From an optimization exercise on the open Yosys and OpenROAD flow, aimed at small area, a short achievable clock period and few clock cycles; shortcuts taken in it are not production practice.
Function was checked by simulation only, so behaviour that the tests miss may differ from the original.
The clock port is modelled as an ideal driver; clocking choices that lean on that would not hold on a real chip.
Power figures rest on the tool's default switching activity, not on a simulated workload.

==> flow/flow/run.sh <==
#!/bin/bash
# Standard ORFS layout, with timing repair asked to leave extra setup slack
# (the SDC and its clock period are unchanged).
set -euo pipefail
bash standard.sh SETUP_SLACK_MARGIN=8 finish > standard_make.log 2>&1
==> flow/design.v <==
`timescale 1ns / 1ps
module mips_top(Clk, Rst, imem_addr, imem_rdata,
                dmem_addr, dmem_wdata, dmem_wstrb, dmem_rdata,
                RegFileV0, RegFileV1);
    input Clk, Rst;
    output wire [31:0] imem_addr;
    input [31:0] imem_rdata;
    output wire [31:0] dmem_addr;
    output wire [31:0] dmem_wdata;
    output wire [3:0] dmem_wstrb;
    input [31:0] dmem_rdata;
    output wire [31:0] RegFileV0, RegFileV1;
    wire        wen;
    wire [4:0]  wa;
    wire [31:0] wd;
    wire [31:0] R [0:31];
    wire [31:0] wdr = wd & {32{~Rst}};
    assign R[0] = 32'b0;
    genvar gi;
    generate
        for (gi = 1; gi < 32; gi = gi + 1) begin : regs
            reg [31:0] q;
            always @(posedge Clk)
                if (Rst | (wen && wa == gi)) q <= wdr;
            assign R[gi] = q;
        end
    endgenerate
    assign RegFileV0 = R[2];
    assign RegFileV1 = R[3];
    reg  [9:0] pc;
    wire [31:0] ir = imem_rdata;
    wire [5:0] op = ir[31:26];
    wire [4:0] rs = ir[25:21];
    wire [4:0] rt = ir[20:16];
    wire [4:0] rd = ir[15:11];
    wire [5:0] fn = ir[5:0];
    wire rtype  = (op == 6'h00);
    wire d_add  = rtype & (fn == 6'h20);
    wire d_sub  = rtype & (fn == 6'h22);
    wire d_and  = rtype & (fn == 6'h24);
    wire d_or   = rtype & (fn == 6'h25);
    wire d_xor  = rtype & (fn == 6'h26);
    wire d_nor  = rtype & (fn == 6'h27);
    wire d_slt  = rtype & (fn == 6'h2A);
    wire d_sll  = rtype & (fn == 6'h00);
    wire d_srl  = rtype & (fn == 6'h02);
    wire d_jr   = rtype & (fn == 6'h08);
    wire d_mul  = (op == 6'h1C) & (fn == 6'h02);
    wire d_addi = (op == 6'h08);
    wire d_slti = (op == 6'h0A);
    wire d_andi = (op == 6'h0C);
    wire d_ori  = (op == 6'h0D);
    wire d_xori = (op == 6'h0E);
    wire d_lw   = (op == 6'h23);
    wire d_lh   = (op == 6'h21);
    wire d_lb   = (op == 6'h20);
    wire d_sw   = (op == 6'h2B);
    wire d_sh   = (op == 6'h29);
    wire d_sb   = (op == 6'h28);
    wire d_beq  = (op == 6'h04);
    wire d_bne  = (op == 6'h05);
    wire d_blez = (op == 6'h06);
    wire d_bgtz = (op == 6'h07);
    wire d_bltz = (op == 6'h01) & (rt == 5'd0);
    wire d_bgez = (op == 6'h01) & (rt == 5'd1);
    wire d_j    = (op == 6'h02);
    wire d_jal  = (op == 6'h03);
    wire d_ld   = d_lw | d_lh | d_lb;
    wire d_st   = d_sw | d_sh | d_sb;
    wire d_imm  = d_addi | d_slti | d_andi | d_ori | d_xori | d_ld | d_st;
    wire d_bz   = d_blez | d_bgtz;
    wire [4:0] d_dst = d_jal ? 5'd31 : (rtype | d_mul) ? rd : rt;
    wire d_wr   = (d_add | d_sub | d_and | d_or | d_xor | d_nor | d_slt | d_sll |
                   d_srl | d_mul | d_addi | d_slti | d_andi | d_ori | d_xori |
                   d_ld | d_jal) & (d_dst != 5'd0);
    wire use_rs = ~(d_j | d_jal);
    wire use_rt = rtype | d_mul | d_beq | d_bne | d_st;
    wire [31:0] simm = {{16{ir[15]}}, ir[15:0]};
    reg        e_wr, e_st, e_br, e_jr, e_mul, e_ld;
    reg [2:0]  mcnt;
    reg [4:0]  e_dst;
    reg        e_sub;
    reg [1:0]  e_sz;        
    reg        e_beq, e_bne, e_blez, e_bgtz, e_bltz, e_bgez;
    reg        r_add, r_slt, r_and, r_or, r_xor, r_nor, r_sll, r_srl, r_link;
    reg [4:0]  e_sh;
    reg [10:0] e_pcv;       
    reg [31:0] ea, eb, esd;
    reg        m_wr, m_ld, m_mul;
    reg [3:0]  m_wstrb;
    reg [4:0]  m_dst;
    reg [1:0]  m_sz;
    reg [31:0] m_res, m_wdata;
    wire [31:0] bx  = e_sub ? ~eb : eb;
    wire [32:0] s33 = {ea, 1'b1} + {bx, e_sub};
    wire [31:0] sum = s33[32:1];
    wire eq = (ea == eb);
    wire taken = (e_beq & eq) | (e_bne & ~eq) | (e_blez & (ea[31] | eq)) |
                 (e_bgtz & ~ea[31] & ~eq) | (e_bltz & ea[31]) | (e_bgez & ~ea[31]);
    wire redirect = (e_br & taken) | e_jr;
    wire [9:0] target = e_jr ? ea[11:2] : e_pcv[9:0];
    function [31:0] rev32(input [31:0] x);
        integer i;
        begin
            for (i = 0; i < 32; i = i + 1) rev32[i] = x[31 - i];
        end
    endfunction
    wire [31:0] shr = (r_sll ? rev32(eb) : eb) >> e_sh;
    wire [31:0] ex_res =
        ({32{r_add}}  & sum) |
        ({32{r_slt}}  & {31'b0, sum[31]}) |
        ({32{r_and}}  & (ea & eb)) |
        ({32{r_or}}   & (ea | eb)) |
        ({32{r_xor}}  & (ea ^ eb)) |
        ({32{r_nor}}  & ~(ea | eb)) |
        ({32{r_sll}}  & rev32(shr)) |
        ({32{r_srl}}  & shr) |
        ({32{r_link}} & {19'b0, e_pcv, 2'b0});
    wire [3:0] wstrb = ~e_st ? 4'b0000 :
                       (e_sz == 2'd2) ? (4'b0001 << sum[1:0]) :
                       (e_sz == 2'd1) ? (sum[1] ? 4'b1100 : 4'b0011) :
                                        4'b1111;
    reg [3:0] mnib;
    always @(*) begin
        case (mcnt)
            3'd0: mnib = eb[31:28];
            3'd1: mnib = eb[27:24];
            3'd2: mnib = eb[23:20];
            3'd3: mnib = eb[19:16];
            3'd4: mnib = eb[15:12];
            3'd5: mnib = eb[11:8];
            3'd6: mnib = eb[7:4];
            default: mnib = eb[3:0];
        endcase
    end
    wire        mfirst = (mcnt == 3'd0);
    wire [31:0] acc_s = mfirst ? 32'b0 : {m_res[27:0], 4'b0};
    wire [31:0] acc_c = mfirst ? 32'b0 : {m_wdata[27:0], 4'b0};
    wire [31:0] pp0 = ea & {32{mnib[0]}};
    wire [31:0] pp1 = {ea[30:0], 1'b0} & {32{mnib[1]}};
    wire [31:0] pp2 = {ea[29:0], 2'b0} & {32{mnib[2]}};
    wire [31:0] pp3 = {ea[28:0], 3'b0} & {32{mnib[3]}};
    wire [31:0] s1 = pp0 ^ pp1 ^ pp2;
    wire [31:0] c1 = {((pp0 & pp1) | (pp0 & pp2) | (pp1 & pp2)), 1'b0};
    wire [31:0] s2 = pp3 ^ acc_s ^ acc_c;
    wire [31:0] c2 = {((pp3 & acc_s) | (pp3 & acc_c) | (acc_s & acc_c)), 1'b0};
    wire [31:0] s3 = s1 ^ c1 ^ s2;
    wire [31:0] c3 = {((s1 & c1) | (s1 & s2) | (c1 & s2)), 1'b0};
    wire [31:0] ms = s3 ^ c3 ^ c2;
    wire [31:0] mc = {((s3 & c3) | (s3 & c2) | (c3 & c2)), 1'b0};
    wire mbusy = e_mul & (mcnt != 3'd7);
    wire [15:0] ld_half = m_res[1] ? dmem_rdata[31:16] : dmem_rdata[15:0];
    reg  [7:0]  ld_byte;
    always @(*) begin
        case (m_res[1:0])
            2'd0: ld_byte = dmem_rdata[7:0];
            2'd1: ld_byte = dmem_rdata[15:8];
            2'd2: ld_byte = dmem_rdata[23:16];
            default: ld_byte = dmem_rdata[31:24];
        endcase
    end
    wire [31:0] ld_data = (m_sz == 2'd2) ? {{24{ld_byte[7]}}, ld_byte} :
                          (m_sz == 2'd1) ? {{16{ld_half[15]}}, ld_half} :
                                           dmem_rdata;
    wire [31:0] m_val = m_ld ? ld_data : m_mul ? m_res + m_wdata : m_res;
    assign wen = m_wr;
    assign wa  = m_dst;
    assign wd  = m_val;
    assign dmem_addr  = {16'b0, m_res[15:0]};
    assign dmem_wdata = m_wdata;
    assign dmem_wstrb = m_wstrb;
    wire fa_e = e_wr & (e_dst == rs);
    wire fb_e = e_wr & (e_dst == rt);
    wire fa_m = m_wr & (m_dst == rs);
    wire fb_m = m_wr & (m_dst == rt);
    wire [31:0] va = fa_e ? ex_res : fa_m ? m_val : R[rs];
    wire [31:0] vb = fb_e ? ex_res : fb_m ? m_val : R[rt];
    wire luse = (e_ld | e_mul) & ((fa_e & use_rs) | (fb_e & use_rt));
    wire [10:0] pc1 = {1'b0, pc} + 11'd1;
    wire hold_d = mbusy | luse;             
    wire bub_e  = luse | redirect;          
    assign imem_addr = {20'b0, pc, 2'b0};
    always @(posedge Clk or posedge Rst) begin
        if (Rst) begin
            pc <= 10'd0;
            e_wr <= 1'b0; e_st <= 1'b0; e_br <= 1'b0; e_jr <= 1'b0;
            e_mul <= 1'b0; e_ld <= 1'b0; mcnt <= 3'd0;
            m_wr <= 1'b0; m_wstrb <= 4'b0;
        end else begin
            m_wr    <= e_wr & ~mbusy;
            m_wstrb <= wstrb;
            mcnt <= mbusy ? mcnt + 3'd1 : 3'd0;
            if (!mbusy) begin
                e_wr  <= ~bub_e & d_wr;
                e_st  <= ~bub_e & d_st;
                e_br  <= ~bub_e & (d_beq | d_bne | d_bz | d_bltz | d_bgez);
                e_jr  <= ~bub_e & d_jr;
                e_mul <= ~bub_e & d_mul;
                e_ld  <= ~bub_e & d_ld;
            end
            if (!hold_d)
                pc <= redirect ? target : (d_j | d_jal) ? ir[9:0] : pc1[9:0];
        end
    end
    always @(posedge Clk) begin
        m_dst   <= e_dst;
        m_ld    <= e_ld;
        m_sz    <= e_sz;
        m_mul   <= e_mul;
        m_res   <= e_mul ? ms : ex_res;
        m_wdata <= e_mul ? mc : (e_sz == 2'd2) ? {4{esd[7:0]}} :
                                 (e_sz == 2'd1) ? {2{esd[15:0]}} : esd;
        if (!mbusy) begin
            e_dst <= d_dst;
            ea    <= va;
            eb    <= d_imm ? simm : d_bz ? 32'b0 : vb;
        end
        esd   <= vb;
        e_sub <= d_sub | d_slt | d_slti;
        e_sz  <= (d_lb | d_sb) ? 2'd2 : (d_lh | d_sh) ? 2'd1 : 2'd0;
        e_beq <= d_beq; e_bne <= d_bne; e_blez <= d_blez; e_bgtz <= d_bgtz;
        e_bltz <= d_bltz; e_bgez <= d_bgez;
        r_add <= d_add | d_sub | d_addi | d_ld | d_st;
        r_slt <= d_slt | d_slti;
        r_and <= d_and | d_andi;
        r_or  <= d_or | d_ori;
        r_xor <= d_xor | d_xori;
        r_nor <= d_nor;
        r_sll <= d_sll;
        r_srl <= d_srl;
        r_link <= d_jal;
        e_sh  <= ir[10:6];
        e_pcv <= d_jal ? pc1 : {1'b0, pc1[9:0] + ir[9:0]};
    end
endmodule
==> flow/constraint.sdc <==
create_clock -name core_clock -period 12.0 [get_ports {Clk}]
set_input_delay 2.4000 -clock core_clock [delete_from_list [all_inputs] [get_ports {Clk}]]
set_output_delay 2.4000 -clock core_clock [all_outputs]
set_load 0.01 [all_outputs]
==> flow/standard.sh <==
#!/bin/bash
# synth_recipe.tcl (not shown) runs the flow's synth.tcl, then flattens the netlist and writes it again
# the make line also repeats each setting of config.mk as NAME=value (left out here)
make -C /OpenROAD-flow-scripts/flow DESIGN_CONFIG=/design/flow/config.mk WORK_HOME=/design/flow/orfs CLKGATE_MAP_FILE= SYNTH_SCRIPT=/design/flow/synth_recipe.tcl "${@:-finish}"
==> flow/config.mk <==
export PLATFORM = sky130hd
export DESIGN_NAME = mips_top
export DESIGN_NICKNAME = mips_top
export VERILOG_FILES = /design/flow/design.v
export SDC_FILE = /design/flow/constraint.sdc
export NUM_CORES = 4
export LEC_CHECK = 0
export CAP_MARGIN = 20
export CORE_MARGIN = 2
export CORE_UTILIZATION = 35
export PLACE_DENSITY = 0.5
export SLEW_MARGIN = 20
==> results.py, run 1 <==
metrics = {
    "outcome": {
        "status": "no timing/DRC/antenna violations",
    },
    "floorplanning": {
        "initial_core_util_pct": 35.2,
        "die_height_microns": 441,
        "rows": 160,
        "io_pins": 230,
        "core_area_sq_um": 190000,
        "die_area_sq_um": 195000,
        "fp.dieW_microns": 441,
    },
    "layout": {
        "final_common_cell": "edfxtp_1",
        "final_layout_size_suffix_gt1_share_pct": 28.4,
        "fillers": 17000,
        "layout.nets": 6913,
        "syn2layout_area_growth_pct": 32.8,
        "final-seq-area_sq_um": 35400,
        "multi_input_comb_area_sq_um": 33200,
        "mostFrequentLayoutCells": "1,061 x edfxtp_1, 774 x a22oi_1, 517 x nand2_1",
    },
    "clock_tree": {
        "cts.clk_slew.worst_paths_ps": 60,
        "cts_max_path_buffers": 3,
        "cts_root_buf": "clkbuf_16",
        "htreeDepth": 4,
        "cts_tree": "yes",
        "cts.sinks": 1224,
        "cts_made_buffers": 140,
        "clk_latency_ps": 850,
    },
    "drt": {
        "wl_mm": 397,
        "routedWlPerCell_microns": 43.0,
        "detail-route-antenna-nets": 0,
        "viasPerCell": 6.95,
        "drcViolationCount": 0,
        "num_vias": 64200,
        "drtIter0Drc": 12500,
        "drt_pass1_iterations": 15,
    },
    "global_route": {
        "overflow": 0,
        "grt_pass1_vias": 59100,
        "grt_pass1_wl_mm": 514,
        "grt_antenna_before_repair": 31,
        "grt_max_degree": 76,
        "grt_use_total_pct": 38.8,
    },
    "setup_path": {
        "r2r_setup_slack_ps": 7940,
        "startpoint_type": "input port",
        "r2r_start": "m_res[22]",
        "crit_required_ps": 12540,
        "ff2ff_path_depth": 10,
        "startpoint": "imem_rdata[19]",
        "cp_max_fo": 32,
        "worstSetupEndpointType": "register",
        "arrival_ps": 5010,
        "path_class": "input port to register",
        "cp-endpoint": "eb[24]",
        "reg2reg_to": "eb[31]",
    },
    "place": {
        "io_buffer_count": 191,
        "place_hpwl_mm": 226,
        "gp_congestion": 0.969,
        "dp_slack_ps": 4850,
    },
    "sta": {
        "fin_crit_sh_pct": 37.2,
        "tightest_slew_ps": 1180,
        "finalWorstSetupSlack_ps": 7530,
        "rsz0062_at_grt": "true",
        "finalHoldViolations": 0,
        "fin_crit_ps": 4470,
        "report.final.slew_viol_count": 0,
        "setup_viol": 0,
        "fin_skew_ps": 47.3,
        "maxSlewHeadroom_pct": 20.2,
        "fmax_mhz": 224,
        "tns_ps": 0,
    },
    "synthesis": {
        "syn_area_sq_um": 66900,
        "syn_area_per_cell_sq_um": 11.4,
        "ys.warnings.count": 1,
        "ys_types": 86,
        "ys.flop_type": "edfxtp_1",
        "seq_area_frac_synth_pct": 52.7,
        "synth_edf_count": 1061,
        "syn_inst": 5868,
        "ys_ff_latch": 1224,
        "async_flop_share_pct": 1.96,
    },
    "hold_path": {
        "hold_class": "register to register",
        "hold_start": "e_ld",
    },
    "pwr": {
        "power_per_cell_area_nw_per_um2": 148,
        "peakVddDrop_v": 0.000110,
        "p_leak_nw": 34.4,
    },
    "run": {
        "max-cap-violations": 0,
    },
}
sequential cells by signal (all words and copies together) (netlist names), 2 cells and up:
name	flops
e_sz	2
m_res	32
esd	32
e_dst	5
m_wdata	32
regs.q	992
m_wstrb	4
mcnt	3
ea	32
e_sh	5
m_dst	5
pc	10
eb	32
e_pcv	11
m_sz	2
worst max-delay path: stages:
cell and delay [ps]:
buf_16 90, nand3b_1 190, nor2_4 70, buf_12 220, a222oi_1 380, nand3_1 250
nor4_4 600, buf_4 250, nor2_4 50, a2111oi_4 340, a311oi_1 80
power breakdown:
group          leakage (nW)  internal, mW  switching [mW]  total, mW
sequential             12.5          5.11           0.447       5.55
combinational          19.7          1.21            2.05       3.26
clock                  2.21          2.42            1.92       4.34
total                  34.4          8.73            4.41       13.1
logic make-up (layout without fill, tap and decap cells):
family	after synthesis	in the layout	synth area share, %
buffers and inverters	729	1503	4.44
xor gates and xnor gates	118	118	1.54
DFF	1224	1224	52.7
AOI/OAI and AO/OA	1763	1770	19.0
other	1	58	0.00561
adders and majority gates	261	261	6.14
muxes	256	256	5.24
and+or+nand+nor	1516	1528	10.9
cells in the mapped netlist (34+ instances only):
cell type | n | area (sq um)
mux2_2 | 52 | 586
a22o_1 | 42 | 368
nor4_1 | 65 | 407
nor2_1 | 250 | 938
clkbuf_1 | 368 | 1380
fa_1 | 112 | 2240
nor3_1 | 88 | 440
mux4_2 | 70 | 1580
dfxtp_1 | 139 | 2780
a31oi_1 | 34 | 213
buf_1 | 38 | 143
edfxtp_1 | 1061 | 31900
inv_1 | 249 | 935
buf_4 | 58 | 435
a22oi_1 | 868 | 6520
xnor2_1 | 44 | 385
nand4_1 | 63 | 394
a21oi_1 | 219 | 1100
ha_1 | 149 | 1860
mux2i_1 | 134 | 1340
o21ai_0 | 154 | 771
a221oi_1 | 55 | 482
nand2_1 | 551 | 2070
nand3_1 | 129 | 646
a222oi_1 | 76 | 761
xor2_1 | 74 | 648
a21o_1 | 65 | 488
and2_1 | 213 | 1330
per-layer routing:
layer  track usage, %  share of wire [%]  wire, microns  vias to the layer above
met5            0.684               0.21            822                        -
li1                 -                  -              -                    24200
met2             56.1                 41         163000                     6340
met3             16.1                 15          59000                     2038
met1             46.0                 34         135000                    31600
met4             28.5                9.8          38800                       32
worst min path at each step:
stage | end | cells past startpoint | slack, ps
floorplan | m_sz[0] | 0 | 330
global placement | m_ld | 0 | 390
detailed placement | m_ld | 0 | 400
CTS | m_ld | 0 | 420
global route | m_ld | 0 | 430
finish | m_ld | 0 | 430
stage by stage:
step                      total power [mW]  hold slack [ps]  cell area [sq um]  util [%]  std cells
final                                 13.1              430              88800      46.7       9229
after global placement                8.22              392              72900      38.4       8336
after detailed placement              8.22              402              73000      38.4       8339
after CTS                             12.8              416              84900      44.7       9020
after global routing                  13.4              429              88800      46.7       9212
after floorplan                       6.90              329              69000         -       5905
final cells by class:
class                   count  area share, %
inverters                 254           1.09
repair buffers            995           12.9
flip-flops and latches   1224           39.8
multi-input cells        3971           37.4
diodes                     20         0.0564
clock inverters            83           1.04
well taps                2511           3.54
clock buffers             171           4.14
repair_timing:
action / in CTS / in global routing
pin swaps: 172 / 267
hold buffers: 0 / 0
gates resized for setup: 918 / 466
buffers inserted: 385 / 167
gates cloned: 42 / 21
endpoints found under the setup margin: 2058 / 826
Testbench counts, summed over its fixed seeds: cycles 295,693.
==> run 2: changes to the inputs <==
--- a/flow/design.v
+++ b/flow/design.v
@@ -78,6 +78,7 @@
     wire [31:0] simm = {{16{ir[15]}}, ir[15:0]};
     reg        e_wr, e_st, e_br, e_jr, e_mul, e_ld;
     reg [2:0]  mcnt;
+    reg        mrun;
     reg [4:0]  e_dst;
     reg        e_sub;
     reg [1:0]  e_sz;        
@@ -133,9 +134,17 @@
             default: mnib = eb[3:0];
         endcase
     end
-    wire        mfirst = (mcnt == 3'd0);
-    wire [31:0] acc_s = mfirst ? 32'b0 : {m_res[27:0], 4'b0};
-    wire [31:0] acc_c = mfirst ? 32'b0 : {m_wdata[27:0], 4'b0};
+    wire [31:0] acc_s = {m_res[27:0], 4'b0};
+    wire [31:0] acc_c = {m_wdata[27:0], 4'b0};
+    wire [7:0] nz;
+    genvar ni;
+    generate
+        for (ni = 0; ni < 8; ni = ni + 1) begin : nzs
+            assign nz[ni] = |eb[31 - 4 * ni -: 4];
+        end
+    endgenerate
+    wire [2:0] mlz = nz[0] ? 3'd0 : nz[1] ? 3'd1 : nz[2] ? 3'd2 : nz[3] ? 3'd3 :
+                     nz[4] ? 3'd4 : nz[5] ? 3'd5 : nz[6] ? 3'd6 : 3'd7;
     wire [31:0] pp0 = ea & {32{mnib[0]}};
     wire [31:0] pp1 = {ea[30:0], 1'b0} & {32{mnib[1]}};
     wire [31:0] pp2 = {ea[29:0], 2'b0} & {32{mnib[2]}};
@@ -148,7 +157,7 @@
     wire [31:0] c3 = {((s1 & c1) | (s1 & s2) | (c1 & s2)), 1'b0};
     wire [31:0] ms = s3 ^ c3 ^ c2;
     wire [31:0] mc = {((s3 & c3) | (s3 & c2) | (c3 & c2)), 1'b0};
-    wire mbusy = e_mul & (mcnt != 3'd7);
+    wire mbusy = e_mul & ~(mrun & (mcnt == 3'd7));
     wire [15:0] ld_half = m_res[1] ? dmem_rdata[31:16] : dmem_rdata[15:0];
     reg  [7:0]  ld_byte;
     always @(*) begin
@@ -184,12 +193,13 @@
         if (Rst) begin
             pc <= 10'd0;
             e_wr <= 1'b0; e_st <= 1'b0; e_br <= 1'b0; e_jr <= 1'b0;
-            e_mul <= 1'b0; e_ld <= 1'b0; mcnt <= 3'd0;
+            e_mul <= 1'b0; e_ld <= 1'b0; mcnt <= 3'd0; mrun <= 1'b0;
             m_wr <= 1'b0; m_wstrb <= 4'b0;
         end else begin
             m_wr    <= e_wr & ~mbusy;
             m_wstrb <= wstrb;
-            mcnt <= mbusy ? mcnt + 3'd1 : 3'd0;
+            mrun <= mbusy;
+            mcnt <= ~mrun ? mlz : mcnt + 3'd1;
             if (!mbusy) begin
                 e_wr  <= ~bub_e & d_wr;
                 e_st  <= ~bub_e & d_st;
@@ -207,8 +217,8 @@
         m_ld    <= e_ld;
         m_sz    <= e_sz;
         m_mul   <= e_mul;
-        m_res   <= e_mul ? ms : ex_res;
-        m_wdata <= e_mul ? mc : (e_sz == 2'd2) ? {4{esd[7:0]}} :
+        m_res   <= e_mul ? (mrun ? ms : 32'b0) : ex_res;
+        m_wdata <= e_mul ? (mrun ? mc : 32'b0) : (e_sz == 2'd2) ? {4{esd[7:0]}} :
                                  (e_sz == 2'd1) ? {2{esd[15:0]}} : esd;
         if (!mbusy) begin
             e_dst <= d_dst;
==> flow/flow/run.sh (replaced) <==
#!/bin/bash
set -euo pipefail
M1=8
bash standard.sh SETUP_SLACK_MARGIN=$M1 cts > make_to_cts.log 2>&1
R=orfs/reports/sky130hd/mips_top/base/4_cts_final.rpt
S=$(awk '/report_worst_slack/{f=1} f && /worst slack max/{print $4; exit}' $R)
M2=$(awk -v s="$S" -v m="$M1" 'BEGIN{x = s - 0.05; if (x > m) x = m; if (x < 0) x = 0; printf "%.2f", x}')
echo "cts worst slack $S, margin after cts $M2" > margins.log
bash standard.sh SETUP_SLACK_MARGIN=$M2 finish > make_finish.log 2>&1
--- a/flow/config.mk
+++ b/flow/config.mk
@@ -7,6 +7,7 @@
 export LEC_CHECK = 0
 export CAP_MARGIN = 20
 export CORE_MARGIN = 2
-export CORE_UTILIZATION = 35
-export PLACE_DENSITY = 0.5
+export CORE_UTILIZATION = 55
+export CTS_BUF_LIST = sky130_fd_sc_hd__clkbuf_8
+export PLACE_DENSITY = 0.7
 export SLEW_MARGIN = 20
==> results.py, run 2 <==
metrics = {
    "global_route": {
        "grt_antenna_before_repair": 23,
        "grt_max_degree": 73,
        "grt_pass1_wl_mm": 455,
        "overflow": 0,
        "grt_use_total_pct": 54.2,
        "grt_pass1_vias": 57400,
    },
    "place": {
        "dp.cells": 7184,
        "io_buffer_count": 191,
        "dp_slack_ps": 5110,
        "gp_congestion": 1.06,
        "place_hpwl_mm": 191,
        "place_area_sq_um": 70900,
    },
    "floorplanning": {
        "die_height_microns": 350,
        "rows": 127,
        "fp.dieW_microns": 350,
        "io_pins": 230,
        "die_area_sq_um": 123000,
        "core_area_sq_um": 119000,
        "initial_core_util_pct": 55.2,
    },
    "layout": {
        "final_area_sq_um": 79800,
        "final_cell_count_no_fill": 7893,
        "multi_input_comb_area_sq_um": 30900,
        "syn2layout_area_growth_pct": 21.1,
        "mostFrequentLayoutCells": "1,061 x edfxtp_1, 728 x a22oi_1, 414 x nand2_1",
        "final-seq-area_sq_um": 35400,
        "final_layout_size_suffix_gt1_share_pct": 23.8,
        "largest_reg_flops": 992,
        "regMostFlops": "regs.q",
        "fillers": 8770,
        "final_common_cell": "edfxtp_1",
        "fin_util_pct": 66.9,
        "layout.nets": 6436,
    },
    "clock_tree": {
        "cts_tree": "yes",
        "cts.clk_slew.worst_paths_ps": 60,
        "clk_latency_ps": 960,
        "cts_max_path_buffers": 3,
        "cts.sinks": 1225,
        "cts_made_buffers": 190,
        "htreeDepth": 4,
        "cts_root_buf": "clkbuf_8",
    },
    "sta": {
        "fin_crit_ps": 4450,
        "rsz0062_at_grt": "true",
        "fmax_mhz": 225,
        "fin_crit_sh_pct": 37.1,
        "maxSlewHeadroom_pct": 15.2,
        "tightest_slew_ps": 1260,
        "tns_ps": 0,
        "fin_skew_ps": 74.6,
        "finalHoldViolations": 0,
        "report.final.slew_viol_count": 0,
        "finalWorstSetupSlack_ps": 7550,
        "setup_viol": 0,
    },
    "drt": {
        "routedWlPerCell_microns": 43.2,
        "detail-route-antenna-nets": 0,
        "viasPerCell": 7.86,
        "drtIter0Drc": 14000,
        "num_vias": 62000,
        "wl_mm": 341,
        "drt_pass1_iterations": 22,
        "drcViolationCount": 0,
    },
    "synthesis": {
        "syn_area_per_cell_sq_um": 11.6,
        "synth_top_area_cell": "edfxtp_1",
        "syn_inst": 5660,
        "yosysTopAreaCellShare_pct": 48.3,
        "ys_ff_latch": 1225,
        "yosysMostFrequentCell": "edfxtp_1",
        "ys.flop_type": "edfxtp_1",
        "synth_edf_count": 1061,
        "synth_area_leaders": "edfxtp_1 48%, a22oi_1 8.5%, dfxtp_1 4.2%",
        "ys_types": 93,
        "seq_area_frac_synth_pct": 53.5,
        "syn_area_sq_um": 65900,
        "ys.warnings.count": 1,
        "async_flop_share_pct": 2.04,
        "ys_top_cells_by_count": "1,061 x edfxtp_1, 748 x a22oi_1, 435 x nand2_1, 366 x clkbuf_1, 291 x nor2_1",
    },
    "pwr": {
        "p_clk_share_pct": 26.8,
        "p_leak_nw": 30.3,
        "power_per_cell_area_nw_per_um2": 160,
        "internal_power_mw": 8.25,
        "combPwrFrac_pct": 30.0,
        "peakVddDrop_v": 0.000150,
        "power_frac_seq_pct": 43.2,
        "power.switching_mw": 4.55,
        "netSwitchingFraction_pct": 35.5,
    },
    "setup_path": {
        "cpPeakStageDelay_ps": 480,
        "worstSetupEndpointType": "register",
        "slowest_stage": "or3_4",
        "startpoint_type": "input port",
        "crit_required_ps": 12740,
        "arrival_ps": 5180,
        "cp_max_fo": 12,
        "cpMostUsedCell": "o211ai_1",
        "path_class": "input port to register",
        "crit_chain": "buf_6 > or3_4 > nor2_4 > buf_4 > buf_12 > a22oi_1 > nand4_1 > nor3_1 > a21oi_2 > nor2_1 > inv_1 > o211ai_1 > o211ai_1",
    },
    "outcome": {
        "status": "no timing/DRC/antenna violations",
    },
    "hold_path": {
        "hold_class": "register to register",
    },
    "run": {
        "max-cap-violations": 0,
    },
}
-- run 2: cell count changes after synthesis, moves of 16 or more --
cell	change
o21ai_0	-22
a22o_1	+56
inv_1	-61
and2_1	-68
nand2_1	-116
a22oi_1	-120
nand4_1	+24
nor2_1	+41
mux2i_1	-44
nor3_1	-17
o22ai_1	+51
a221oi_1	+72
nand3_1	+22
a21oi_1	+16
-- run 2: metrics by stage --
stage | power, mW | hold slack (ps)
after detailed placement | 8.68 | 410
final | 12.8 | 431
after CTS | 12.4 | 425
after floorplan | 7.35 | 329
after global routing | 13.1 | 432
after global placement | 8.64 | 403
-- run 2: worst paths after layout --
path / startpoint / slack [ps] / end / cells past startpoint
setup / recovery: imem_rdata[18] / 7550 / eb[24] / 13
hold / removal: e_ld / 430 / m_ld / 0
setup reg to reg: mcnt[1] / 7670 / m_res[26] / 12
hold reg to reg: e_ld / 430 / m_ld / 0
max in group asynchronous: Rst / 9670 / pc[6] / 3
min in group asynchronous: Rst / 1910 / m_wr / 3
-- run 2: timing repair --
item                                    4_1_cts  5_1_grt
cloned                                       23        6
setup buffers                               290       26
endpoints found under the setup margin     1917       94
resized for setup                          1002       58
hold buffers                                  0        0
pin swaps                                    71       21
-- run 2: routing by layer --
| metal | track usage [%] | up-vias | share of wire (%) |
|---|---|---|---|
| met5 | 7.10 | - | 0.57 |
| met4 | 47.6 | 46 | 12 |
| met3 | 27.5 | 2517 | 17 |
| met2 | 73.5 | 6844 | 39 |
| met1 | 62.0 | 29500 | 31 |
| li1 | - | 23100 | - |
-- run 2: area by class of cell --
type | instances | area share, %
inverter | 195 | 0.928
clock inverter | 139 | 0.964
sequential | 1225 | 44.4
antenna | 22 | 0.0690
clock buffer | 203 | 3.50
timing repair buffer | 693 | 8.90
tap | 1612 | 2.53
multi-input combinational | 3804 | 38.7
-- run 2: cell families (layout without fill, tap and decap cells) --
logic type / Yosys count / after routing / share of synthesized area (%)
compound gates: 1784 / 1788 / 19.8
xor+xnor: 119 / 119 / 1.58
fa+ha+maj: 261 / 261 / 6.23
buf+inv: 679 / 1230 / 4.30
flops: 1225 / 1225 / 53.5
mux: 209 / 209 / 4.52
other cells: 1 / 60 / 0.00569
simple gates: 1382 / 1389 / 10.1
-- run 2: worst max-delay path: cells and delay by family --
kind	cells	cell delay [ps]
buf+inv	4	820
simple gates	5	1220
compound gates	4	700
-- run 2: power by group through the flow --
stage,clock network (mW),registers (mW),logic [mW]
3_5_place_dp,0,5.68,3.00
4_1_cts,3.38,5.51,3.56
2_1_floorplan,0,5.41,1.94
6_report,3.43,5.53,3.84
3_3_place_gp,0,5.68,2.96
5_1_grt,3.57,5.54,3.99
Testbench counts of run 2, summed over its fixed seeds: cycles 286,609.
==> run 3: changes to the inputs <==
--- a/flow/design.v
+++ b/flow/design.v
@@ -77,7 +77,7 @@
     wire use_rt = rtype | d_mul | d_beq | d_bne | d_st;
     wire [31:0] simm = {{16{ir[15]}}, ir[15:0]};
     reg        e_wr, e_st, e_br, e_jr, e_mul, e_ld;
-    reg [2:0]  mcnt;
+    reg [3:0]  mcnt;
     reg        mrun;
     reg [4:0]  e_dst;
     reg        e_sub;
@@ -121,43 +121,23 @@
                        (e_sz == 2'd2) ? (4'b0001 << sum[1:0]) :
                        (e_sz == 2'd1) ? (sum[1] ? 4'b1100 : 4'b0011) :
                                         4'b1111;
-    reg [3:0] mnib;
+    wire [1:0] mdig = esd[2 * (15 - mcnt) +: 2];
+    wire [31:0] acc_s = {m_res[29:0], 2'b0};
+    wire [31:0] acc_c = {m_wdata[29:0], 2'b0};
+    reg [3:0] mlz;
+    integer di;
     always @(*) begin
-        case (mcnt)
-            3'd0: mnib = eb[31:28];
-            3'd1: mnib = eb[27:24];
-            3'd2: mnib = eb[23:20];
-            3'd3: mnib = eb[19:16];
-            3'd4: mnib = eb[15:12];
-            3'd5: mnib = eb[11:8];
-            3'd6: mnib = eb[7:4];
-            default: mnib = eb[3:0];
-        endcase
-    end
-    wire [31:0] acc_s = {m_res[27:0], 4'b0};
-    wire [31:0] acc_c = {m_wdata[27:0], 4'b0};
-    wire [7:0] nz;
-    genvar ni;
-    generate
-        for (ni = 0; ni < 8; ni = ni + 1) begin : nzs
-            assign nz[ni] = |eb[31 - 4 * ni -: 4];
-        end
-    endgenerate
-    wire [2:0] mlz = nz[0] ? 3'd0 : nz[1] ? 3'd1 : nz[2] ? 3'd2 : nz[3] ? 3'd3 :
-                     nz[4] ? 3'd4 : nz[5] ? 3'd5 : nz[6] ? 3'd6 : 3'd7;
-    wire [31:0] pp0 = ea & {32{mnib[0]}};
-    wire [31:0] pp1 = {ea[30:0], 1'b0} & {32{mnib[1]}};
-    wire [31:0] pp2 = {ea[29:0], 2'b0} & {32{mnib[2]}};
-    wire [31:0] pp3 = {ea[28:0], 3'b0} & {32{mnib[3]}};
-    wire [31:0] s1 = pp0 ^ pp1 ^ pp2;
-    wire [31:0] c1 = {((pp0 & pp1) | (pp0 & pp2) | (pp1 & pp2)), 1'b0};
-    wire [31:0] s2 = pp3 ^ acc_s ^ acc_c;
-    wire [31:0] c2 = {((pp3 & acc_s) | (pp3 & acc_c) | (acc_s & acc_c)), 1'b0};
-    wire [31:0] s3 = s1 ^ c1 ^ s2;
-    wire [31:0] c3 = {((s1 & c1) | (s1 & s2) | (c1 & s2)), 1'b0};
-    wire [31:0] ms = s3 ^ c3 ^ c2;
-    wire [31:0] mc = {((s3 & c3) | (s3 & c2) | (c3 & c2)), 1'b0};
-    wire mbusy = e_mul & ~(mrun & (mcnt == 3'd7));
+        mlz = 4'd15;
+        for (di = 14; di >= 0; di = di - 1)
+            if (|esd[2 * (15 - di) +: 2]) mlz = di[3:0];
+    end
+    wire [31:0] pp0 = ea & {32{mdig[0]}};
+    wire [31:0] pp1 = {ea[30:0], 1'b0} & {32{mdig[1]}};
+    wire [31:0] s1 = pp0 ^ pp1 ^ acc_s;
+    wire [31:0] c1 = {((pp0 & pp1) | (pp0 & acc_s) | (pp1 & acc_s)), 1'b0};
+    wire [31:0] ms = s1 ^ c1 ^ acc_c;
+    wire [31:0] mc = {((s1 & c1) | (s1 & acc_c) | (c1 & acc_c)), 1'b0};
+    wire mbusy = e_mul & ~(mrun & (mcnt == 4'd15));
     wire [15:0] ld_half = m_res[1] ? dmem_rdata[31:16] : dmem_rdata[15:0];
     reg  [7:0]  ld_byte;
     always @(*) begin
@@ -186,6 +166,9 @@
     wire [31:0] vb = fb_e ? ex_res : fb_m ? m_val : R[rt];
     wire luse = (e_ld | e_mul) & ((fa_e & use_rs) | (fb_e & use_rt));
     wire [10:0] pc1 = {1'b0, pc} + 11'd1;
+    wire [9:0] d_btgt = pc1[9:0] + ir[9:0];
+    wire fuse   = (d_beq | d_bne) & (rt == 5'd0) & fa_e & r_slt & ~e_mul;
+    wire ftaken = fuse & (d_beq ? ~sum[31] : sum[31]);
     wire hold_d = mbusy | luse;             
     wire bub_e  = luse | redirect;          
     assign imem_addr = {20'b0, pc, 2'b0};
@@ -193,23 +176,23 @@
         if (Rst) begin
             pc <= 10'd0;
             e_wr <= 1'b0; e_st <= 1'b0; e_br <= 1'b0; e_jr <= 1'b0;
-            e_mul <= 1'b0; e_ld <= 1'b0; mcnt <= 3'd0; mrun <= 1'b0;
+            e_mul <= 1'b0; e_ld <= 1'b0; mcnt <= 4'd0; mrun <= 1'b0;
             m_wr <= 1'b0; m_wstrb <= 4'b0;
         end else begin
             m_wr    <= e_wr & ~mbusy;
             m_wstrb <= wstrb;
             mrun <= mbusy;
-            mcnt <= ~mrun ? mlz : mcnt + 3'd1;
+            mcnt <= ~mrun ? mlz : mcnt + 4'd1;
             if (!mbusy) begin
                 e_wr  <= ~bub_e & d_wr;
                 e_st  <= ~bub_e & d_st;
-                e_br  <= ~bub_e & (d_beq | d_bne | d_bz | d_bltz | d_bgez);
+                e_br  <= ~bub_e & ~fuse & (d_beq | d_bne | d_bz | d_bltz | d_bgez);
                 e_jr  <= ~bub_e & d_jr;
                 e_mul <= ~bub_e & d_mul;
                 e_ld  <= ~bub_e & d_ld;
             end
             if (!hold_d)
-                pc <= redirect ? target : (d_j | d_jal) ? ir[9:0] : pc1[9:0];
+                pc <= redirect ? target : ftaken ? d_btgt : (d_j | d_jal) ? ir[9:0] : pc1[9:0];
         end
     end
     always @(posedge Clk) begin
@@ -223,9 +206,9 @@
         if (!mbusy) begin
             e_dst <= d_dst;
             ea    <= va;
-            eb    <= d_imm ? simm : d_bz ? 32'b0 : vb;
-        end
-        esd   <= vb;
+            esd   <= vb;
+        end
+        eb    <= d_imm ? simm : d_bz ? 32'b0 : vb;
         e_sub <= d_sub | d_slt | d_slti;
         e_sz  <= (d_lb | d_sb) ? 2'd2 : (d_lh | d_sh) ? 2'd1 : 2'd0;
         e_beq <= d_beq; e_bne <= d_bne; e_blez <= d_blez; e_bgtz <= d_bgtz;
@@ -240,6 +223,6 @@
         r_srl <= d_srl;
         r_link <= d_jal;
         e_sh  <= ir[10:6];
-        e_pcv <= d_jal ? pc1 : {1'b0, pc1[9:0] + ir[9:0]};
+        e_pcv <= d_jal ? pc1 : {1'b0, d_btgt};
     end
 endmodule
==> results.py, run 3 <==
metrics = {
    "outcome": {
        "status": "no timing/DRC/antenna violations",
    },
    "clock_tree": {
        "cts_made_buffers": 197,
        "clk_latency_ps": 960,
        "cts_max_path_buffers": 3,
        "cts_root_buf": "clkbuf_8",
        "cts_tree": "yes",
        "htreeDepth": 4,
        "cts.clk_slew.worst_paths_ps": 60,
        "cts.hold.buffers_added": 0,
        "cts.sinks": 1226,
    },
    "setup_path": {
        "cp_max_fo": 16,
        "path_class": "input port to register",
        "startpoint_type": "input port",
        "arrival_ps": 5240,
        "startpoint": "imem_rdata[19]",
        "r2r_start": "m_res[0]",
        "crit_required_ps": 12850,
        "worstSetupEndpointType": "register",
    },
    "synthesis": {
        "yosysMostFrequentCell": "edfxtp_1",
        "synth_top_family_by_area": "compound AO/OA/AOI/OAI gates",
        "ys.flop_type": "edfxtp_1",
        "ys_ff_latch": 1226,
        "syn_area_sq_um": 64700,
        "ys_types": 111,
        "synth_fa_ha_area_share_pct": 4.58,
        "synth_edf_count": 1061,
        "syn_area_per_cell_sq_um": 11.7,
        "synthXorXnorAreaFrac_pct": 1.61,
        "ys_top_cells_by_count": "1,061 x edfxtp_1, 609 x a22oi_1, 469 x nand2_1, 304 x nor2_1, 298 x clkbuf_1",
        "async_flop_share_pct": 2.12,
        "synth_compound_area_share_pct": 20.5,
        "yosysTopAreaCellShare_pct": 49.2,
        "synth_area_leaders": "edfxtp_1 49%, a22oi_1 7.1%, dfxtp_1 4.3%",
        "synth_mux_area_share_pct": 4.76,
        "synth_top_area_cell": "edfxtp_1",
        "ys.warnings.count": 1,
        "seq_area_frac_synth_pct": 54.5,
        "synth-simple-area-share_pct": 9.59,
        "syn_inst": 5539,
    },
    "sta": {
        "finalHoldViolations": 0,
        "setup_viol": 0,
        "tightest_slew_ps": 1210,
        "report.final.slew_viol_count": 0,
        "fin_crit_ps": 4390,
        "holdWs_ps": 428,
        "rsz0062_at_grt": "true",
        "maxSlewHeadroom_pct": 19.1,
        "tns_ps": 0,
        "fin_skew_ps": 72.9,
        "fmax_mhz": 228,
        "fin_crit_sh_pct": 36.6,
    },
    "drt": {
        "drcViolationCount": 0,
        "wl_mm": 331,
        "drtIter0Drc": 12900,
        "detail-route-antenna-nets": 0,
        "num_vias": 60600,
        "routedWlPerCell_microns": 43.5,
        "viasPerCell": 7.96,
        "drt_pass1_iterations": 15,
    },
    "pwr": {
        "p_leak_nw": 29.4,
        "peakVddDrop_v": 0.000135,
        "power_per_cell_area_nw_per_um2": 156,
    },
    "global_route": {
        "grt_max_degree": 63,
        "grt_antenna_before_repair": 34,
        "grt_pass1_vias": 56200,
        "grt_pass1_wl_mm": 446,
        "overflow": 0,
        "grt_use_total_pct": 53.6,
    },
    "hold_path": {
        "hold_class": "register to register",
        "hold_start": "e_ld",
    },
    "layout": {
        "largest_reg_flops": 992,
        "regMostFlops": "regs.q",
        "fin_util_pct": 66.3,
        "mostFrequentLayoutCells": "1,061 x edfxtp_1, 582 x a22oi_1, 444 x nand2_1",
        "fillers": 8800,
        "final_layout_size_suffix_gt1_share_pct": 20.6,
        "layout.nets": 6182,
        "syn2layout_area_growth_pct": 19.3,
        "final_common_cell": "edfxtp_1",
    },
    "place": {
        "io_buffer_count": 191,
        "place_hpwl_mm": 188,
        "gp_congestion": 1.04,
    },
    "run": {
        "max-cap-violations": 0,
    },
    "floorplanning": {
        "rows": 125,
        "die_area_sq_um": 120000,
        "die_height_microns": 347,
        "core_area_sq_um": 117000,
        "initial_core_util_pct": 55.6,
        "fp.dieW_microns": 347,
        "io_pins": 230,
    },
}
run 3: cell types whose count changed after synthesis, sizes merged, moves of 27 or more:
cell,previous run,this run
nand3,151,188
nand2,435,469
a221oi,134,182
clkbuf,366,306
mux2i,91,121
a21oi,238,211
a22o,98,166
o22ai,65,31
fa,112,60
buf,118,147
and2,145,26
a22oi,748,610
o21ai,140,202
run 3: cell type report:
cell class	count	area (sq um)	share of cell area [%]
antenna	23	57.6	0.0745
sequential	1226	35400	45.8
clock buffer	206	2840	3.67
multi-input combinational	3709	29200	37.7
clock inverter	145	961	1.24
tap	1524	1910	2.47
inverter	193	731	0.946
timing repair buffer	588	6180	8.00
run 3: what timing repair did:
item	in CTS	in global routing
endpoints found under the setup margin	2030	20
resized for setup	798	9
setup buffers	218	1
endpoints found under the hold margin	0	0
gates cloned	24	0
pin swaps	78	7
run 3: final timing paths:
path | to | slack, ps | cells after the start
max in group asynchronous | pc[2] | 9080 | 4
worst min-delay path | m_ld | 430 | 0
worst min register to register | m_ld | 430 | 0
min in group asynchronous | mrun | 1940 | 3
worst max register to register | regs[5].q[19] | 7770 | 11
worst max-delay path | eb[29] | 7610 | 11
run 3: metrics by stage:
step           instances  total power [mW]  setup slack, ps  cell area (sq um)
2_1_floorplan       5576              7.03             7440              67100
3_3_place_gp        6993              8.15             5400              69200
3_5_place_dp        6996              8.18             5350              69200
4_1_cts             7589              11.8             7790              77100
5_1_grt             7597              12.3             7730              77200
6_report            7614              12.1             7610              77200
run 3: routing by layer:
layer / vias up / GRT usage [%] / share of wire, %
met5: - / 5.44 / 0.29
met3: 2323 / 26.9 / 17
met1: 28800 / 61.2 / 31
met2: 6702 / 73.7 / 40
li1: 22700 / - / -
met4: 40 / 45.9 / 12
run 3: cells by family (layout without fill, tap and decap cells):
family,count (synthesis),after routing
AOI/OAI and AO/OA,1787,1789
buffers and inverters,647,1132
xor gates and xnor gates,119,119
and+or+nand+nor,1342,1346
DFF,1226,1226
other,1,61
muxes,216,216
adders and majority gates,201,201
run 3: power by group:
group          switching [mW]  leakage (nW)  internal (mW)
clock                    1.83          2.16           1.78
combinational            1.81          14.7           1.01
sequential              0.515          12.5           5.12
run 3: worst max-delay path: stages:
cell	delay, ps
buf_4	180
or3b_4	470
nor2_4	390
bufbuf_16	490
a22oi_1	120
nand3_1	110
nor3_1	60
a21oi_2	430
a311oi_1	130
a21oi_2	270
a21o_1	150
Testbench counts of run 3, summed over its fixed seeds: cycles 274,469.
==> run 4: changes to the inputs <==
--- a/flow/design.v
+++ b/flow/design.v
@@ -96,8 +96,9 @@
     wire [32:0] s33 = {ea, 1'b1} + {bx, e_sub};
     wire [31:0] sum = s33[32:1];
     wire eq = (ea == eb);
-    wire taken = (e_beq & eq) | (e_bne & ~eq) | (e_blez & (ea[31] | eq)) |
-                 (e_bgtz & ~ea[31] & ~eq) | (e_bltz & ea[31]) | (e_bgez & ~ea[31]);
+    wire az = (ea == 32'b0);
+    wire taken = (e_beq & eq) | (e_bne & ~eq) | (e_blez & (ea[31] | az)) |
+                 (e_bgtz & ~ea[31] & ~az) | (e_bltz & ea[31]) | (e_bgez & ~ea[31]);
     wire redirect = (e_br & taken) | e_jr;
     wire [9:0] target = e_jr ? ea[11:2] : e_pcv[9:0];
     function [31:0] rev32(input [31:0] x);
@@ -208,7 +209,7 @@
             ea    <= va;
             esd   <= vb;
         end
-        eb    <= d_imm ? simm : d_bz ? 32'b0 : vb;
+        eb    <= d_imm ? simm : vb;
         e_sub <= d_sub | d_slt | d_slti;
         e_sz  <= (d_lb | d_sb) ? 2'd2 : (d_lh | d_sh) ? 2'd1 : 2'd0;
         e_beq <= d_beq; e_bne <= d_bne; e_blez <= d_blez; e_bgtz <= d_bgtz;
--- a/flow/config.mk
+++ b/flow/config.mk
@@ -7,7 +7,7 @@
 export LEC_CHECK = 0
 export CAP_MARGIN = 20
 export CORE_MARGIN = 2
-export CORE_UTILIZATION = 55
+export CORE_UTILIZATION = 48
 export CTS_BUF_LIST = sky130_fd_sc_hd__clkbuf_8
-export PLACE_DENSITY = 0.7
+export PLACE_DENSITY = 0.65
 export SLEW_MARGIN = 20
==> results.py, run 4 <==
metrics = {
    "synthesis": {
        "seq_area_frac_synth_pct": 54.5,
        "synth_mux_area_share_pct": 5.28,
        "ys_top_cells_by_count": "1,061 x edfxtp_1, 641 x a22oi_1, 435 x nand2_1, 349 x clkbuf_1, 288 x nor2_1",
        "synth_compound_area_share_pct": 20.1,
        "synthXorXnorAreaFrac_pct": 1.58,
        "synth-simple-area-share_pct": 9.79,
        "yosysMostFrequentCell": "edfxtp_1",
        "async_flop_share_pct": 2.12,
        "synth_fa_ha_area_share_pct": 4.58,
        "syn_area_per_cell_sq_um": 11.6,
        "yosysTopAreaCellShare_pct": 49.2,
        "ys_ff_latch": 1226,
        "ys.warnings.count": 1,
        "synth_edf_count": 1061,
        "syn_inst": 5562,
        "synth_top_area_cell": "edfxtp_1",
        "ys.flop_type": "edfxtp_1",
        "synth_area_leaders": "edfxtp_1 49%, a22oi_1 7.4%, dfxtp_1 4.3%",
        "syn_area_sq_um": 64800,
        "ys_types": 92,
        "synth_top_family_by_area": "compound AO/OA/AOI/OAI gates",
    },
    "drt": {
        "detail-route-antenna-nets": 0,
        "viasPerCell": 7.75,
        "drcViolationCount": 0,
        "routedWlPerCell_microns": 43.5,
        "wl_mm": 344,
        "drtIter0Drc": 13900,
        "num_vias": 61200,
        "drt_pass1_iterations": 14,
    },
    "clock_tree": {
        "cts.sinks": 1226,
        "cts_made_buffers": 197,
        "clk_latency_ps": 1010,
        "cts.clk_slew.worst_paths_ps": 60,
        "cts_tree": "yes",
        "cts.hold.buffers_added": 0,
        "cts_max_path_buffers": 3,
        "htreeDepth": 4,
        "cts_root_buf": "clkbuf_8",
    },
    "layout": {
        "final_common_cell": "edfxtp_1",
        "final_cell_count_no_fill": 7903,
        "final_layout_size_suffix_gt1_share_pct": 24.1,
        "fin_util_pct": 58.5,
        "regMostFlops": "regs.q",
        "layout.nets": 6227,
        "syn2layout_area_growth_pct": 20.8,
        "largest_reg_flops": 992,
        "mostFrequentLayoutCells": "1,061 x edfxtp_1, 575 x a22oi_1, 409 x nand2_1",
        "fillers": 10900,
    },
    "sta": {
        "finalHoldViolations": 0,
        "fin_skew_ps": 79.8,
        "maxSlewHeadroom_pct": 26.0,
        "fin_crit_ps": 4360,
        "rsz0062_at_grt": "true",
        "fin_crit_sh_pct": 36.3,
        "tightest_slew_ps": 1110,
        "fmax_mhz": 229,
        "holdWs_ps": 457,
        "setup_viol": 0,
        "report.final.slew_viol_count": 0,
        "tns_ps": 0,
    },
    "hold_path": {
        "holdPathStages": 0,
        "hold_class": "register to register",
    },
    "place": {
        "place_hpwl_mm": 201,
        "io_buffer_count": 191,
        "dp.cells": 7269,
        "gp_congestion": 1.04,
    },
    "outcome": {
        "status": "no timing/DRC/antenna violations",
    },
    "setup_path": {
        "cpPeakStageDelay_ps": 430,
        "slowest_stage": "nor2_4",
        "worstSetupEndpointType": "register",
        "critPathTopFamily": "buffers and inverters",
        "cpMostUsedCell": "a21oi_2",
        "startpoint_type": "input port",
        "path_class": "input port to register",
        "cp_num_cells": 13,
        "arrival_ps": 5250,
        "crit_chain": "buf_6 > bufbuf_16 > nand3b_1 > buf_4 > nor2_4 > buf_12 > a222oi_1 > nand3_1 > nor3_1 > a21oi_2 > a211oi_2 > a21oi_2 > mux2_4",
        "cp_max_fo": 12,
        "ff2ff_path_depth": 12,
        "crit_required_ps": 12890,
        "critPathBufInv": 4,
    },
    "pwr": {
        "p_leak_nw": 29.6,
        "peakVddDrop_v": 0.000120,
        "power_per_cell_area_nw_per_um2": 156,
    },
    "global_route": {
        "met2_usage_pct": 67.5,
        "grt_use_total_pct": 48.9,
        "use_met3_pct": 25.1,
        "met1_usage_pct": 56.6,
        "grt_pass1_wl_mm": 462,
        "busiest_layer": "met2",
        "grt_antenna_before_repair": 22,
        "overflow": 0,
        "grt_pass1_vias": 57200,
        "grt_max_degree": 112,
    },
    "floorplanning": {
        "io_pins": 230,
        "fp.dieW_microns": 371,
        "die_area_sq_um": 138000,
        "die_height_microns": 371,
        "core_area_sq_um": 134000,
        "rows": 134,
        "initial_core_util_pct": 48.5,
    },
    "run": {
        "max-cap-violations": 0,
    },
}
## run 4: kinds of logic after synthesis
group | Yosys count
DFF | 1226
muxes | 240
other | 1
xor gates and xnor gates | 115
buffers and inverters | 660
and+or+nand+nor | 1350
AOI/OAI and AO/OA | 1769
adders and majority gates | 201
## run 4: path summary, 6_finish.rpt
path / end / slack [ps] / from
max in group asynchronous: pc[0] / 8790 / Rst
worst max register to register: eb[13] / 7850 / m_res[3]
worst max-delay path: eb[12] / 7640 / imem_rdata[19]
worst min-delay path: m_dst[1] / 460 / e_dst[1]
worst min register to register: m_dst[1] / 460 / e_dst[1]
min in group asynchronous: mcnt[2] / 2170 / Rst
## run 4: area by class of cell
| type | count | area (sq um) | share of cell area [%] |
|---|---|---|---|
| Sequential cell | 1226 | 35500 | 45.4 |
| Multi-Input combinational cell | 3720 | 29700 | 37.9 |
| Timing Repair Buffer | 615 | 6150 | 7.86 |
| Clock buffer | 214 | 2950 | 3.77 |
| Tap cell | 1768 | 2210 | 2.83 |
| Clock inverter | 140 | 945 | 1.21 |
| Inverter | 200 | 757 | 0.968 |
| Antenna cell | 20 | 50.0 | 0.0640 |
## run 4: what timing repair did
item / 4_1_cts / 5_1_grt
gates cloned: 25 / 1
setup endpoints to repair: 2045 / 127
setup buffers: 232 / 1
pin swaps: 91 / 13
hold endpoints to repair: 0 / 0
gates resized for setup: 1079 / 23
## run 4: stage by stage
stage / total power [mW] / cell area [sq um] / setup slack, ps
2_1_floorplan: 7.00 / 67400 / 7360
3_3_place_gp: 8.18 / 70100 / 5260
3_5_place_dp: 8.19 / 70100 / 5290
4_1_cts: 12.0 / 78100 / 7810
5_1_grt: 12.5 / 78200 / 7670
6_report: 12.2 / 78200 / 7640
## run 4: report_power, final
group          internal [mW]  switching [mW]  total [mW]
Combinational           1.03            1.85        2.88
Sequential              5.12           0.519        5.64
Clock                   1.87            1.81        3.68
## run 4: routing by layer
metal	vias to the layer above	routed length [microns]
li1	22900	-
met1	29200	111000
met2	6873	136000
met3	2292	59600
met4	22	37100
met5	-	457
Testbench counts of run 4, summed over its fixed seeds: cycles 274,469.

[re-timing with driven ports]
The results above use ideal ports. As a check the final layouts listed here were re-extracted and re-timed, cells and wires unchanged. Step 1 sets driving cells, clkbuf_16 on the clock port and buf_2 on the other inputs (assumed; they add their load-dependent delay and slew). Step 2 also shifts input and output timing later by t, the mid clock arrival at the registers, as if the neighbouring blocks saw the same clock. Three values: ideal, step 1, step 2; two values: the first two.
| run | t, ns | slack for setup (ns) | slew at the worst register clock pin (ns) | worst slew at a driven data input, ns |
|---|---|---|---|---|
| run 1 | 0.915 | 7.530 / 7.373 / 6.457 | 0.07 / 0.07 | 0.31 |
| run 2 | 1.002 | 7.553 / 7.449 / 6.446 | 0.07 / 0.07 | 0.20 |
| run 3 | 0.999 | 7.606 / 7.533 / 6.534 | 0.09 / 0.09 | 0.23 |
| run 4 | 1.052 | 7.639 / 7.570 / 6.518 | 0.08 / 0.08 | 0.21 |
After both steps setup and hold are still met in every run listed. For run 4, which loses most, drivers alone change the setup slack by -0.069 ns; drivers and shift together by -1.121 ns.
